Context: an optimization exercise on an open-source flow, tuned for small area and a short achievable clock period. The choices shown serve that exercise and are no tape-out recipe.
Only simulation tests tie the RTL to the original design; equivalence was not proved.
Power is estimated from default activity; no workload was simulated.

==> flow/design.v (outline; a module is shown in full before it is edited, if it fits) <==
// module MAF: 2904 lines
module MAF(
    input clk,
    input  [31:0] A, B, C,
    input  [1:0]  func,
    output [63:0] Result
    );
  // ...
==> flow/flow/run.sh <==
#!/bin/bash
# Standard ORFS layout with two changes:
#  - synthesis runs `synth -noabc` (the quick generic ABC pass inside synth is
#    skipped), so extract_fa sees the RTL's XOR/majority structure and maps
#    full adders without the inverters it otherwise puts around them;
#  - extra make variables from flow/make_args.txt (e.g. the port buffer cell).
# Each tool's output goes to its own log here and under orfs/logs.
set -euo pipefail
here=$(pwd)
sed '1s/yosys synth -nofsm -noshare/yosys synth -nofsm -noshare -noabc/' synth_recipe.tcl > my_synth.tcl
grep -q -- '-noabc' my_synth.tcl
sed "s#SYNTH_SCRIPT=[^ ]*#SYNTH_SCRIPT=$here/my_synth.tcl#" standard.sh > my_standard.sh
grep -q "SYNTH_SCRIPT=$here/my_synth.tcl" my_standard.sh
extra=()
if [[ -f flow/make_args.txt ]]; then
  while IFS= read -r line; do [[ -n "$line" ]] && extra+=("$line"); done < flow/make_args.txt
fi
bash my_standard.sh "${extra[@]}" synth > synth.log 2>&1
bash my_standard.sh "${extra[@]}" finish > layout.log 2>&1
test -f out/final.def
==> flow/flow/make_args.txt <==
BUFFER_PORTS_ARGS=-buffer_cell sky130_fd_sc_hd__buf_2
==> flow/standard.sh <==
#!/bin/bash
# synth_recipe.tcl (not shown) runs the flow's synth.tcl, then flattens the netlist and writes it again
# the make line also repeats each setting of config.mk as NAME=value (left out here)
make -C /OpenROAD-flow-scripts/flow DESIGN_CONFIG=/design/flow/config.mk WORK_HOME=/design/flow/orfs CLKGATE_MAP_FILE= SYNTH_SCRIPT=/design/flow/synth_recipe.tcl "${@:-finish}"
==> flow/config.mk <==
export PLATFORM = sky130hd
export DESIGN_NAME = MAF
export DESIGN_NICKNAME = MAF
export VERILOG_FILES = /design/flow/design.v
export SDC_FILE = /design/flow/constraint.sdc
export NUM_CORES = 4
export LEC_CHECK = 0
export CAP_MARGIN = 20
export CORE_MARGIN = 2
export CORE_UTILIZATION = 55
export SETUP_SLACK_MARGIN = 4.0
export SLEW_MARGIN = 20
export TNS_END_PERCENT = 20
==> flow/constraint.sdc <==
create_clock -name core_clock -period 10.0 [get_ports {clk}]
set_input_delay 2.0000 -clock core_clock [delete_from_list [all_inputs] [get_ports {clk}]]
set_output_delay 2.0000 -clock core_clock [all_outputs]
set_load 0.01 [all_outputs]
==> impl_metrics.py, run 1 <==
metrics = {
    "outcome": {
        "status": "complete, no violations",
    },
    "finish": {
        "nNonClkBuffers": 279,
        "design_area_um2": 29300,
        "multi_input_area_share_pct": 79.8,
    },
    "grt": {
        "grt_use_met3_pct": 12.0,
        "met2_usage_pct": 58.4,
        "grt.busiest_layer": "met2",
        "grt_pass1_wl_mm": 142,
        "met1_usage_pct": 49.5,
    },
    "power": {
        "clkPwrFrac_pct": 6.9,
        "p_total_mw": 8.99,
        "clk-power_mw": 0.621,
        "netSwitchingFraction_pct": 49.3,
        "power_density_nw_per_um2": 306,
        "p_seq_share_pct": 10.8,
    },
    "cts": {
        "holdBufCountCts": 0,
    },
    "timing": {
        "fin_hold_ws_ns": 1.98,
        "final.period_utilization_pct": 60.0,
        "hold_violations": 0,
        "slew_viol_final": 0,
        "setup_viol": 0,
        "tightest_slew_ns": 1.09,
    },
    "run": {
        "maxCapViolCount": 0,
    },
    "place": {
        "place_congestion": 0.901,
        "io_buffers": 162,
    },
    "critical_path": {
        "max_stage_delay_ns": 0.42,
        "crit_required_ns": 8.00,
        "cp-end-kind": "primary output",
    },
    "logic_synthesis": {
        "syn_area_um2": 26900,
        "yosysMostFrequentCell": "xnor2_1",
        "yosysTopAreaCell": "fa_1",
        "synth_mux_area_share_pct": 0,
        "synth_area_leaders": "fa_1 39%, xnor2_1 17%, a22oi_1 13%",
        "synth-edff-count": 0,
        "synth_top_family_by_area": "adder cells",
    },
    "detailed_routing": {
        "wirelength_mm": 94.3,
    },
    "floorplanning": {
        "tapCellCount": 622,
    },
}
==> inputs of run 2 (changes only) <==
==> flow/config.mk (replaced) <==
export PLATFORM = sky130hd
export DESIGN_NAME = MAF
export DESIGN_NICKNAME = MAF
export VERILOG_FILES = /design/flow/design.v
export SDC_FILE = /design/flow/constraint.sdc
export NUM_CORES = 4
export LEC_CHECK = 0
export CAP_MARGIN = 0
export CORE_MARGIN = 2
export CORE_UTILIZATION = 55
export SETUP_SLACK_MARGIN = 4.0
export SLEW_MARGIN = 0
==> run 2 against run 1 <==
  * First-iteration DRC count is 2.8% lower
  * Sequential power about the same
  * Via count rose by 0.11%
  * Sequential share of layout area about the same
  * Synthesized cell count unchanged
  * Area after synthesis stayed put
  * Global-route usage down 0.37 points
  * Count of clock-buffer cells in the layout increased by 1
  * Sequential cell count is the same
  * Worst hold slack better by 0.0065 ns
  * Non-clock buffer count fell by 14
  * Critical endpoint is now Result[62]
==> impl_metrics.py, run 2 <==
metrics = {
    "outcome": {
        "status": "complete, no violations",
    },
    "floorplanning": {
        "start_util_pct": 55.4,
        "die_y_um": 225,
        "coreArea_um2": 48600,
        "die_width_um": 225,
        "design.die.area_um2": 50800,
        "fp-row-count": 81,
        "io_pins": 163,
    },
    "grt": {
        "grt_start_max_net_pins": 47,
        "grt_pass1_wl_mm": 141,
        "grt_antenna_before_repair": 6,
        "grt-ovfl-total": 0,
        "grt_usage_pct": 37.6,
        "first_global_vias": 22992,
    },
    "detailed_routing": {
        "wl_per_cell_um": 28.1,
        "avgViaCountPerCell": 6.68,
        "dr.pass1.iters": 6,
        "final_antenna_net_count": 0,
        "drt_iter0_drc": 2507,
        "num_vias": 22048,
        "drc": 0,
        "wirelength_mm": 92.7,
    },
    "logic_synthesis": {
        "mappedNetlistNets": 3428,
        "synthTopCellsByCount": "533 x xnor2_1, 520 x fa_1, 465 x a22oi_1",
        "synthFlopType": "dfxtp_1",
        "syn_avg_cell_area_um2": 10.0,
        "yosysTopAreaCell": "fa_1",
        "yosysMostFrequentCell": "xnor2_1",
        "yosysSeqAreaShare_pct": 8.69,
        "synth_area_leaders": "fa_1 39%, xnor2_1 17%, a22oi_1 13%",
        "yosys_warnings": 1,
        "synth-edff-count": 0,
        "yosysUniqueCellTypes": 53,
        "ys_ff_latch": 117,
        "syn_area_um2": 26900,
        "synth.top_cell.area_share_pct": 38.6,
        "async_flop_share_pct": 0,
        "synthCells": 2686,
    },
    "power": {
        "p_leak_nw": 11.5,
        "power_density_nw_per_um2": 306,
        "ir_drop_mv": 0.222,
    },
    "critical_path": {
        "setup.worst_path.start_class": "register",
        "cp_common_cell": "fa_2",
        "critPathSlowestCell": "fa_2",
        "cp-end-kind": "primary output",
        "cp_num_buf_inv": 2,
        "crit_chain": "fa_2, fa_2, a211oi_4, o211ai_1, a31oi_1, buf_4, o32ai_4, and2b_2, o2111ai_4, nand3_2, o311ai_4, buf_2",
        "worstPathArrival_ns": 3.97,
        "max_stage_delay_ns": 0.39,
        "crit_required_ns": 8.00,
        "critical_path_class": "register to primary output",
        "crit_fanout": 4,
        "critPathTopFamily": "compound AO/OA/AOI/OAI gates",
    },
    "timing": {
        "tightest_slew_ns": 1.03,
        "rsz0062_at_grt": "true",
        "final.period_utilization_pct": 59.7,
        "min_period_ns": 5.97,
        "setup_tns_ns": 0,
        "setup_viol": 0,
        "layout_setup_ws_ns": 4.03,
        "relSlewSlack_pct": 31.2,
        "fmax_ghz": 0.168,
        "slew_viol_final": 0,
        "hold_violations": 0,
    },
    "place": {
        "place_congestion": 0.900,
        "hpwl_mm": 62.5,
        "dp_slack_ns": 2.86,
        "io_buffers": 162,
    },
    "run": {
        "maxCapViolCount": 0,
    },
    "finish": {
        "area_growth_pct": 8.35,
        "nets": 3403,
        "drive_above_1_share_pct": 13.6,
        "layout_commonest_cell": "xnor2_1",
        "top_regs": "r_a x52, r_b x52, r_lo x12",
        "mostFrequentLayoutCells": "532 x xnor2_1, 518 x fa_1, 465 x a22oi_1",
    },
    "cts": {
        "clkSlewWorstSetupHoldPaths_ns": 0.06,
        "cts_tree": "built",
        "holdBufCountCts": 0,
        "cts.path.max_buffers": 2,
        "cts.sinks": 117,
        "clockRootBuffer": "clkbuf_16",
        "cts_buffers": 17,
        "htree_levels": 4,
    },
    "hold_path": {
        "hold_class": "input port to register",
    },
}
==> run 2: power by group <==
group | internal (mW) | leakage (nW) | total (mW) | switching (mW)
registers | 0.873 | 0.986 | 0.965 | 0.0915
clock network | 0.369 | 0.271 | 0.617 | 0.248
logic | 3.32 | 10.2 | 7.36 | 4.04
==> run 2: final cells by class <==
| type | instances | area [um^2] |
|---|---|---|
| multi-input combinational | 2159 | 23400 |
| fill | 4125 | 19400 |
| clock buffer | 19 | 443 |
| inverter | 101 | 379 |
| antenna | 5 | 12.5 |
| tap | 622 | 778 |
| timing repair buffer | 265 | 1700 |
| sequential | 117 | 2340 |
| clock inverter | 12 | 131 |
==> run 2: path summary, 6_finish.rpt <==
check / startpoint / endpoint / slack (ns) / depth (start not counted)
worst max-delay path: r_b[0] / Result[62] / 4.03 / 12
worst min-delay path: C[0] / r_lo[0] / 1.99 / 4
==> run 2: per-layer routing <==
metal  part of all wire (%)  up-vias  GRT usage [%]  routed length, um
met5                  0.027        -              0                 25
met2                     45     1490           57.2              41700
met3                     12      269           11.9              11000
met1                     40    11248           50.2              36600
met4                    3.5        4           14.6               3280
li1                       -     9037              -                  -
==> run 2: per-stage QoR <==
stage | cells | util [%] | area, um^2 | hold WS, ns | total power, mW
after CTS | 3274 | 59.4 | 28900 | 1.95 | 8.96
after floorplan | 2686 | - | 27000 | 2.30 | 5.94
final | 3300 | 60.0 | 29200 | 1.99 | 8.95
after detailed placement | 3229 | 57.8 | 28100 | 2.39 | 8.21
after global placement | 3229 | 57.8 | 28100 | 2.40 | 8.01
after global routing | 3295 | 60.0 | 29200 | 2.00 | 9.93
==> run 2: kinds of logic after synthesis <==
logic type / share of synthesized area (%)
AOI/OAI and AO/OA: 18.2
xor gates and xnor gates: 18.1
adders and majority gates: 44.3
buffers and inverters: 5.71
DFF: 8.69
and+or+nand+nor: 4.95
==> run 2: repair_timing <==
item	in CTS	in global routing
resized for setup	29	21
setup buffers	14	21
hold endpoints to repair	0	0
pin swaps	13	15
setup endpoints to repair	91	52
==> inputs of run 3 (changes only) <==
--- a/flow/config.mk
+++ b/flow/config.mk
@@ -5,8 +5,9 @@
 export SDC_FILE = /design/flow/constraint.sdc
 export NUM_CORES = 4
 export LEC_CHECK = 0
-export CAP_MARGIN = 0
+export CAP_MARGIN = 20
 export CORE_MARGIN = 2
 export CORE_UTILIZATION = 55
+export PLACE_DENSITY = 0.8
 export SETUP_SLACK_MARGIN = 4.0
-export SLEW_MARGIN = 0
+export SLEW_MARGIN = 20
==> run 3 against run 2 <==
  * Largest power group unchanged
  * Via count grew 6.1%
  * Combinational power grew 1%
  * Sequential power rose by 3.2%
  * Non-clock buffer count is 22 lower
  * Area after synthesis stayed put
  * Still clean
  * Worst setup slack worse by 0.081 ns
  * Power rose by 2.3%
  * Clock power grew 14%
  * Global-route usage hardly changed
==> impl_metrics.py, run 3 <==
metrics = {
    "outcome": {
        "status": "complete, no violations",
    },
    "floorplanning": {
        "design.die.area_um2": 50800,
        "coreArea_um2": 48600,
        "io_pins": 163,
        "start_util_pct": 55.4,
        "die_y_um": 225,
        "die_width_um": 225,
        "fp-row-count": 81,
    },
    "grt": {
        "first_global_vias": 24644,
        "grt_usage_pct": 37.6,
        "grt-ovfl-total": 0,
        "grt_pass1_wl_mm": 142,
        "grt_start_max_net_pins": 50,
        "grt_antenna_before_repair": 12,
    },
    "logic_synthesis": {
        "yosys.area_share.simple_pct": 4.95,
        "yosysUniqueCellTypes": 53,
        "synth_top_family_by_area": "adder cells",
        "synth-edff-count": 0,
        "synth_fa_ha_area_share_pct": 44.3,
        "synthTopCellsByCount": "533 x xnor2_1, 520 x fa_1, 465 x a22oi_1",
        "yosys_warnings": 1,
        "synth_area_leaders": "fa_1 39%, xnor2_1 17%, a22oi_1 13%",
        "syn_avg_cell_area_um2": 10.0,
        "synthCells": 2686,
        "yosysSeqAreaShare_pct": 8.69,
        "synth_mux_area_share_pct": 0,
        "yosysMostFrequentCell": "xnor2_1",
        "ys_ff_latch": 117,
        "mappedNetlistNets": 3428,
        "syn_area_um2": 26900,
        "synthFlopType": "dfxtp_1",
        "synth_compound_area_share_pct": 18.2,
        "synth_xor_area_share_pct": 18.1,
        "async_flop_share_pct": 0,
        "yosysTopAreaCell": "fa_1",
        "synth.top_cell.area_share_pct": 38.6,
    },
    "hold_path": {
        "hp-start": "C[0]",
        "hold_class": "input port to register",
        "hold_depth": 4,
    },
    "critical_path": {
        "max_stage_delay_ns": 0.70,
        "crit_start": "B[19]",
        "cp_common_cell": "fa_1",
        "crit_required_ns": 10.34,
        "critPathSlowestCell": "xnor2_1",
        "crit_chain": "buf_2, xnor2_1, nor2_4, buf_12, a22oi_1, xnor2_1, fa_1, fa_1, fa_1, fa_1, fa_1, fa_1",
        "crit_fanout": 12,
        "setup.worst_path.start_class": "input port",
        "cp-end-kind": "register",
        "endpoint": "r_b[26]",
        "critical_path_class": "input port to register",
        "worstPathArrival_ns": 6.39,
    },
    "timing": {
        "setup_viol": 0,
        "slew_viol_final": 0,
        "hold_violations": 0,
        "relSlewSlack_pct": 21.7,
        "rsz0062_at_grt": "true",
        "setup_tns_ns": 0,
        "min_period_ns": 6.05,
        "tightest_slew_ns": 1.17,
        "final.period_utilization_pct": 60.5,
        "fmax_ghz": 0.165,
    },
    "place": {
        "hpwl_mm": 60.1,
        "io_buffers": 162,
        "place_congestion": 0.968,
    },
    "detailed_routing": {
        "drc": 0,
        "final_antenna_net_count": 0,
        "drt_iter0_drc": 3685,
        "dr.pass1.iters": 13,
        "num_vias": 23400,
        "wl_per_cell_um": 29.1,
        "avgViaCountPerCell": 7.11,
        "wirelength_mm": 95.6,
    },
    "finish": {
        "mostFrequentLayoutCells": "533 x xnor2_1, 519 x fa_1, 465 x a22oi_1",
        "area_growth_pct": 8.83,
        "nets": 3390,
        "fillers": 3841,
        "layout_commonest_cell": "xnor2_1",
        "drive_above_1_share_pct": 13.1,
        "top_regs": "r_a x52, r_b x52, r_lo x12",
    },
    "power": {
        "ir_drop_mv": 0.213,
        "p_leak_nw": 11.5,
        "p_total_mw": 9.15,
        "power_density_nw_per_um2": 312,
    },
    "cts": {
        "htree_levels": 4,
        "cts.sinks": 117,
        "clockRootBuffer": "clkbuf_16",
        "cts.path.max_buffers": 2,
        "clkSlewWorstSetupHoldPaths_ns": 0.07,
        "cts_tree": "built",
        "cts_buffers": 17,
    },
    "run": {
        "maxCapViolCount": 0,
    },
}
-- run 3: changes by cell type in the layout (fill, tap and decap cells not counted), moves of 3 or more --
cell      change
nor2_4        +9
buf_4        -34
clkinv_2      -3
diode_2       +3
buf_6         +5
-- run 3: worst min path at each step --
stage / endpoint
3_5_place_dp: Result[1]
2_1_floorplan: Result[0]
4_1_cts: r_lo[0]
6_report: r_lo[0]
5_1_grt: r_lo[0]
3_3_place_gp: Result[7]
-- run 3: where the power goes --
part / switching [mW] / internal (mW) / leakage (nW) / total, mW
clock: 0.278 / 0.425 / 0.292 / 0.704
sequential: 0.123 / 0.873 / 0.986 / 0.996
combinational: 4.12 / 3.33 / 10.2 / 7.45
total: 4.52 / 4.63 / 11.5 / 9.15
-- run 3: timing repair --
item                                    4_1_cts  5_1_grt
cloned                                        9        2
hold buffers                                  0        0
endpoints found under the hold margin         0        0
pin swaps                                     8       10
endpoints found under the setup margin       82       45
buffers inserted                              1       32
resized for setup                            24       28
-- run 3: cells by family after synthesis --
group	after synthesis
AOI/OAI and AO/OA	682
adders and majority gates	643
xor gates and xnor gates	556
buffers and inverters	410
and+or+nand+nor	278
DFF	117
-- run 3: area by class of cell --
cell class | count | area, um^2 | share of cell area, %
multi-input cells | 2168 | 23500 | 80.2
flip-flops and latches | 117 | 2340 | 7.99
repair buffers | 243 | 1660 | 5.65
well taps | 622 | 778 | 2.65
clock buffers | 18 | 439 | 1.50
inverters | 101 | 379 | 1.29
clock inverters | 14 | 200 | 0.683
diodes | 8 | 20.0 | 0.0683
-- run 3: layer usage --
layer / global-route usage [%] / up-vias / wire length [um]
li1: - / 9034 / -
met1: 44.5 / 11256 / 31500
met2: 54.8 / 2380 / 40300
met3: 18.4 / 720 / 16700
met4: 23.1 / 10 / 7050
met5: 0 / - / 62
-- run 3: through the flow --
step	utilization, %	hold slack (ns)	cells	setup slack [ns]	instance area (um^2)
final	60.3	2.01	3291	3.95	29300
after CTS	59.2	1.99	3249	3.99	28800
after global routing	60.3	2.04	3287	3.96	29300
after floorplan	-	2.30	2686	3.98	27000
after detailed placement	57.6	2.40	3207	2.79	28000
after global placement	57.6	2.40	3207	2.91	28000
-- run 3: critical path: cells and delay by family --
kind            cells  cell delay, ns
xor+xnor            2            0.83
fa+ha+maj           6            2.92
simple gates        1            0.06
compound gates      1            0.19
buf+inv             2            0.39
==> inputs of run 4 (changes only) <==
--- a/flow/config.mk
+++ b/flow/config.mk
@@ -8,6 +8,5 @@
 export CAP_MARGIN = 20
 export CORE_MARGIN = 2
 export CORE_UTILIZATION = 55
-export PLACE_DENSITY = 0.8
 export SETUP_SLACK_MARGIN = 4.0
 export SLEW_MARGIN = 20
==> run 4 against run 3 <==
  * Non-clock buffer count increased by 22
  * Sequential cell count unchanged
  * Clock power decreased by 12%
  * Final area decreased by 0.44%
  * Largest power group unchanged
  * Area after synthesis unchanged
  * First-iteration DRC count decreased by 32%
  * Still clean on timing, DRC and antenna
  * Worst hold slack got worse by 0.020 ns
  * Count of clock-buffer cells in the layout increased by 1
  * Via count decreased by 5.8%
  * Critical path depth unchanged
  * Critical endpoint is now Result[62]
==> impl_metrics.py, run 4 <==
metrics = {
    "grt": {
        "grt-ovfl-total": 0,
        "grt_pass1_wl_mm": 141,
        "grt_start_max_net_pins": 47,
        "first_global_vias": 22992,
        "grt_antenna_before_repair": 6,
        "grt_usage_pct": 37.6,
    },
    "cts": {
        "clkSlewWorstSetupHoldPaths_ns": 0.06,
        "cts.sinks": 117,
        "clockRootBuffer": "clkbuf_16",
        "cts.path.max_buffers": 2,
        "htree_levels": 4,
        "cts_buffers": 17,
        "holdBufCountCts": 0,
        "cts_tree": "built",
    },
    "timing": {
        "setup_tns_ns": 0,
        "final.period_utilization_pct": 59.7,
        "layout_setup_ws_ns": 4.03,
        "relSlewSlack_pct": 31.2,
        "slew_viol_final": 0,
        "tightest_slew_ns": 1.03,
        "hold_violations": 0,
        "fmax_ghz": 0.168,
        "fin_hold_ws_ns": 1.99,
        "rsz0062_at_grt": "true",
        "min_period_ns": 5.97,
        "setup_viol": 0,
    },
    "critical_path": {
        "critical_path_class": "register to primary output",
        "worstPathArrival_ns": 3.97,
        "endpoint": "Result[62]",
        "setup.worst_path.start_class": "register",
        "crit_required_ns": 8.00,
        "critPathSlowestCell": "fa_2",
        "critPathTopFamily": "compound AO/OA/AOI/OAI gates",
        "cp_num_buf_inv": 2,
        "crit_chain": "fa_2, fa_2, a211oi_4, o211ai_1, a31oi_1, buf_4, o32ai_4, and2b_2, o2111ai_4, nand3_2, o311ai_4, buf_2",
        "crit_start": "r_b[0]",
        "cp.depth": 12,
        "cp-end-kind": "primary output",
        "cp_common_cell": "fa_2",
        "crit_fanout": 4,
        "max_stage_delay_ns": 0.39,
    },
    "floorplanning": {
        "start_util_pct": 55.4,
        "die_width_um": 225,
        "coreArea_um2": 48600,
        "design.die.area_um2": 50800,
        "fp-row-count": 81,
        "io_pins": 163,
        "die_y_um": 225,
    },
    "power": {
        "p_total_mw": 8.95,
        "p_leak_nw": 11.5,
        "ir_drop_mv": 0.222,
        "power_density_nw_per_um2": 306,
    },
    "place": {
        "place_congestion": 0.900,
        "io_buffers": 162,
        "hpwl_mm": 62.5,
        "dp_slack_ns": 2.86,
    },
    "detailed_routing": {
        "drc": 0,
        "avgViaCountPerCell": 6.68,
        "final_antenna_net_count": 0,
        "num_vias": 22048,
        "drt_iter0_drc": 2507,
        "dr.pass1.iters": 6,
        "wirelength_mm": 92.7,
        "wl_per_cell_um": 28.1,
    },
    "logic_synthesis": {
        "syn_avg_cell_area_um2": 10.0,
        "async_flop_share_pct": 0,
        "yosys_warnings": 1,
        "yosysSeqAreaShare_pct": 8.69,
        "synthFlopType": "dfxtp_1",
        "synthTopCellsByCount": "533 x xnor2_1, 520 x fa_1, 465 x a22oi_1",
        "synth-edff-count": 0,
        "yosysUniqueCellTypes": 53,
        "ys_ff_latch": 117,
        "yosysMostFrequentCell": "xnor2_1",
        "mappedNetlistNets": 3428,
        "yosysTopAreaCell": "fa_1",
        "synthCells": 2686,
        "synth.top_cell.area_share_pct": 38.6,
        "syn_area_um2": 26900,
        "synth_area_leaders": "fa_1 39%, xnor2_1 17%, a22oi_1 13%",
    },
    "finish": {
        "layout_commonest_cell": "xnor2_1",
        "drive_above_1_share_pct": 13.6,
        "mostFrequentLayoutCells": "532 x xnor2_1, 518 x fa_1, 465 x a22oi_1",
        "top_regs": "r_a x52, r_b x52, r_lo x12",
        "area_growth_pct": 8.35,
        "nets": 3403,
    },
    "run": {
        "maxCapViolCount": 0,
    },
    "hold_path": {
        "hold_class": "input port to register",
        "hold_depth": 4,
    },
    "outcome": {
        "status": "complete, no violations",
    },
}
==> run 4: cell counts after synthesis <==
Identical to the previous run, type by type.
==> run 4: worst min-delay path, cell delays in order <==
cell and delay, ns:
buf_2 0.08, and2_1 0.12, ha_1 0.13, ha_1 0.12
==> run 4: stage by stage <==
step           cell area (um^2)  cells  util, %
5_1_grt                   29200   3295     60.0
2_1_floorplan             27000   2686        -
3_5_place_dp              28100   3229     57.8
3_3_place_gp              28100   3229     57.8
6_report                  29200   3300     60.0
4_1_cts                   28900   3274     59.4
==> run 4: where the power goes <==
group	leakage, nW	internal (mW)	total (mW)	switching [mW]
clock network	0.271	0.369	0.617	0.248
registers	0.986	0.873	0.965	0.0915
logic	10.2	3.32	7.36	4.04
total	11.5	4.57	8.95	4.38
==> run 4: cell families (layout without fill, tap and decap cells) <==
kind of cell    after synthesis  after routing  synth area share [%]
compound gates              682            682                  18.2
xor+xnor                    556            556                  18.1
fa+ha+maj                   643            643                  44.3
buf+inv                     410            397                  5.71
flops                       117            117                  8.69
other cells                   0              5                     0
simple gates                278            278                  4.95
==> run 4: area by class of cell <==
cell class,instances,area [um^2]
multi-input cells,2159,23400
fillers,4125,19400
flip-flops and latches,117,2340
repair buffers,265,1700
well taps,622,778
clock buffers,19,443
inverters,101,379
clock inverters,12,131
diodes,5,12.5
==> run 4: how the worst min path moves through the flow <==
| stage | startpoint | endpoint | slack (ns) |
|---|---|---|---|
| final | C[0] | r_lo[0] | 1.99 |
| after global routing | C[0] | r_lo[0] | 2.00 |
| after CTS | C[0] | r_lo[0] | 1.95 |
| after detailed placement | r_lo[5] | Result[5] | 2.39 |
| after global placement | r_lo[10] | Result[10] | 2.40 |
| after floorplan | r_lo[0] | Result[0] | 2.30 |
==> run 4: metal layers <==
metal  part of all wire [%]  track usage, %  up-vias
met1                     40            50.2    11248
met4                    3.5            14.6        4
met2                     45            57.2     1490
met5                  0.027               0        -
met3                     12            11.9      269
li1                       -               -     9037
==> run 4: timing repair <==
item / 4_1_cts / 5_1_grt
buffers inserted: 14 / 21
resized for setup: 29 / 21
setup endpoints to repair: 91 / 52
pin swaps: 13 / 15

## separate check: timing with driven ports
The results above use ideal ports. As a check the final layouts listed here were re-extracted and re-timed, cells and wires unchanged.
Step 1 (the two cells are an assumption about what drives the block):
set clk [get_ports {clk}]
set_driving_cell -lib_cell sky130_fd_sc_hd__clkbuf_16 $clk
set_driving_cell -lib_cell sky130_fd_sc_hd__buf_2 [delete_from_list [all_inputs] $clk]
Step 2 also shifts input and output timing later by t, the mid clock arrival at the registers, as if the neighbouring blocks saw the same clock.
a / b / c = ideal / step 1 / step 2; a / b = the first two.
run | shift t [ns] | slack for setup (ns) | worst hold slack (ns) | worst setup path at the end
run 1 | 0.548 | 4.003 / 3.939 / 3.474 | 1.982 / 1.939 / 2.425 | input to register
run 2 | 0.546 | 4.031 / 3.971 / 3.529 | 1.989 / 1.950 / 2.419 | input to register
run 3 | 0.523 | 3.950 / 3.954 / 3.431 | 2.009 / 1.980 / 2.423 | input to register
run 4 | 0.546 | 4.031 / 3.971 / 3.529 | 1.989 / 1.950 / 2.419 | input to register
After both steps setup and hold are still met in every run listed. For run 1, which loses most, drivers alone change the setup slack by -0.064 ns; drivers and shift together by -0.529 ns.
